What follows belongs to an exercise in optimizing a design on an open flow for small area; a production flow would make more cautious choices. Only simulation tests tie the RTL to the original design; equivalence was not proved.

== run a ==
// odin_neuron_update
module odin_neuron_update (
    input  wire          CLK,
    input  wire [127:0]  NEUR_STATE,                
    input  wire [ 31:0]  SYNARRAY_RDATA,            
    input  wire          SYN_SIGN,                  
    input  wire [  2:0]  NEUR_ADDR_LSB,             
    input  wire [  4:0]  CTRL_NEUR_VIRTS,           
    input  wire          CTRL_NEUR_EVENT,           
    input  wire          CTRL_NEUR_TREF,            
    input  wire          CTRL_NEUR_BURST_END,       
    input  wire          SPI_PROPAGATE_UNMAPPED_SYN,
    output reg  [ 57:0]  NEUR_STATE_NEXT,           
    output reg           NEUR_V_UP_NEXT,
    output reg           NEUR_V_DOWN_NEXT,
    output reg  [  6:0]  NEUR_EVENT_OUT,
    output wire [ 14:0]  NEUR_STATE_MONITOR
);
clock: 12.0 ns
lec_check: 0
cap_margin: 20
core_margin: 2
core_utilization: 50
cts_buf_list: sky130_fd_sc_hd__clkbuf_8
gpl_timing_driven: 0
slew_margin: 20
standard.sh (not shown) runs the stock make flow with config.mk's settings and CLKGATE_MAP_FILE= SYNTH_SCRIPT=/design/flow/synth_recipe.tcl, a recipe that flattens the netlist after the stock synthesis.
==> flow/flow/run.sh <==
#!/bin/bash
# Own layout flow: the standard ORFS flow, with two changes.
#  - Synthesis (own_synth.tcl): the standard synthesis script, except that
#    arithmetic is left as plain gates for ABC (no full/half adder cell
#    extraction) and ABC uses an area-oriented script (abc_area_deep.script).
#    The registers, their names and cell types are those of the standard synthesis.
#  - Port buffers use the smallest buffer cell (buf_1) instead of the one
#    buffer_ports picks by default.
#  - Clock tree synthesis inserts no dummy loads.
set -euo pipefail
W=$(pwd)
sed -e "s#@ABC_SCRIPT@#$W/flow/abc_area_deep.script#" -e "s#@FLOW_SYNTH@#$W/synth_recipe.tcl#" flow/own_synth.tcl > own_synth.tcl
bash standard.sh \
  SYNTH_SCRIPT=$W/own_synth.tcl \
  "BUFFER_PORTS_ARGS=-buffer_cell sky130_fd_sc_hd__buf_1" \
  "CTS_ARGS=-sink_clustering_enable -repair_clock_nets -dont_use_dummy_load -buf_list sky130_fd_sc_hd__clkbuf_8 -sink_clustering_size 30 -sink_clustering_max_diameter 150" \
  finish > standard_flow.log 2>&1
==> flow/flow/abc_area_deep.script <==
strash
&get -n
&deepsyn -T 240
&put
dch -f
amap -F 4 -A 8
topo
stime -c
==> flow/flow/own_synth.tcl <==
# The standard synthesis (synth_recipe.tcl) with two changes: arithmetic is
# left as plain gates for ABC (no full/half adder cell extraction), and ABC
# runs an area-oriented script instead of ORFS's speed script.
proc extract_fa {args} { puts "own flow: full/half adder extraction skipped" }
proc abc {args} {
  set i [lsearch -exact $args -script]
  if { $i >= 0 } { set args [lreplace $args $i [expr {$i + 1}] -script @ABC_SCRIPT@] }
  yosys abc {*}$args
}
source @FLOW_SYNTH@
Run a: no failed stages, no open violations at the end
## Diff of input files: run b against run a
diff --git a/flow/design.v b/flow/design.v
--- a/flow/design.v
+++ b/flow/design.v
@@ -83,23 +83,22 @@
     wire [4:0] ccnt            = S[123:119];
     wire       burst_lock      = S[124];
     wire [7:0] acc_old = S[80:73];
     wire [7:0] acc_new = acc[10:3];
     wire       toggle   = acc_old[fi_sel] ^ acc_new[fi_sel];
     wire       ovfl_leak = toggle & tref;
     wire       ovfl_exc  = toggle & exc;
     wire       ovfl_inh  = toggle & inh;
     wire       sgte      = ~ss[3] & (ss[2:0] >= stim_thr);
     wire       stgte     = ~st[3] & (st[2:0] >= stim_thr);
-    wire [3:0] ss_neg    = -ss;
-    wire [3:0] st_neg    = -st;
-    wire       stgti     =  st[3] & (st_neg >= {1'b0, stim_thr});
+    wire [3:0] st_thr    = {1'b0, st[2:0]} + {1'b0, stim_thr};
+    wire       stgti     =  st[3] & (~st_thr[3] | ~|st_thr[2:0]);
     wire       stz       = (st == 4'b0);
     wire       stim_zero = tref & stz;
     wire       lone_exc  = stim_zero & ~s0p[1] & iep[0];
     wire       lone_inh  = stim_zero & ~s0p[1] & iep[1];
     wire       st_up     = ovfl_exc & (st != 4'b0111);
     wire       st_dn     = ovfl_inh & (st != 4'b1001);
     wire [3:0] st_pm     = st + {{3{~ovfl_exc}}, 1'b1};
     wire [3:0] st_n      = tref ? 4'b0 : ((st_up | st_dn) ? st_pm : st);
     wire [3:0] ss_n      = tref ? st : ss;
     wire [1:0] s0p_n     = tref ? {s0p[0], ~stz} : s0p;
@@ -195,21 +194,21 @@
                            ((thr_leak & |thrmod) ? tm_sum_nu : thrmod);
     reg  [3:0] thrmod_n;
     always @(*) begin
         if (acc_en)
             thrmod_n = ~tref ? thrmod : (~pat[3] ? st : (st[3] ? (4'b0001 - {1'b0, thr}) : (4'b0111 - {1'b0, thr})));
         else if (~thrvar_en)
             thrmod_n = thrmod;
         else
             thrmod_n = tm_up ? tm_up_v : tm_nu_v;
     end
-    wire       inhin_n   = (inhin_en & ~refrac & ((-core) == teff)) ? 1'b1 :
+    wire       inhin_n   = (inhin_en & ~refrac & ((core + teff) == 4'b0)) ? 1'b1 :
                            ((stim_zero & inhin_lock) ? 1'b0 : inhin_lock);
     wire       refrac_n  = (spike | inhin_n) ? (~dap_en & |rfr & ~reson_en) : (core_i_z ? 1'b0 : refrac);
     wire [3:0] core_n    = spike ? ((dap_en | reson_en) ? {1'b0, rfr} : -{1'b0, rfr}) : core_i;
     wire [1:0] rs_n      = (spike & reson_en) ? 2'd1 : rs_i;
     wire       spklat_ev = spklat_en & core_i_th & (core != teff);
     wire [2:0] dcnt_pm   = dcnt + {{2{~reson_sharp_en}}, 1'b1};    
     reg  [2:0] dcnt_n;
     always @(*) begin
         if (reson_sharp_en)
             dcnt_n = (tref & ~&dcnt) ? dcnt_pm : (ovfl_exc ? 3'b0 : dcnt);
==> run notes <==
Run b finished every step from synthesis to the final layout, and the layout passed the timing, design-rule and antenna checks. For cell row count, run a and run b come out practically identical. For x dimension of the die, run b and run a come out practically identical. Of run b and run a, the higher number of setup buffers added after CTS belongs to run a. Run b and run a ended up with nearly the same part of the Yosys area used for sequential elements. Relative to run a, the global-route track usage on met2 of run b is higher by 0.33 points.

## static timing again, ports no longer ideal
The results above use ideal ports. As a check the final layouts listed here were re-extracted and re-timed, cells and wires unchanged. Step 1, drivers: a clkbuf_16 drives CLK and a buf_2 each remaining input, both assumed. Step 2 also shifts input and output timing later by t, the mid clock arrival at the registers, as if the neighbouring blocks saw the same clock. Three values: no drivers, after step 1, after step 2; two values: the first two.
run	t (ns)	slack for setup (ns)	worst hold slack (ns)	worst setup path after step 2
run a	0.396	0.858 / 0.870 / 0.475	2.115 / 2.101 / 2.497	input to register
run b	0.394	0.590 / 0.603 / 0.209	2.137 / 2.129 / 2.523	input to register
After both steps every run listed still meets setup and hold. The setup slack of run a, which loses most, moves by +0.012 ns with the drivers and by -0.383 ns with both steps.
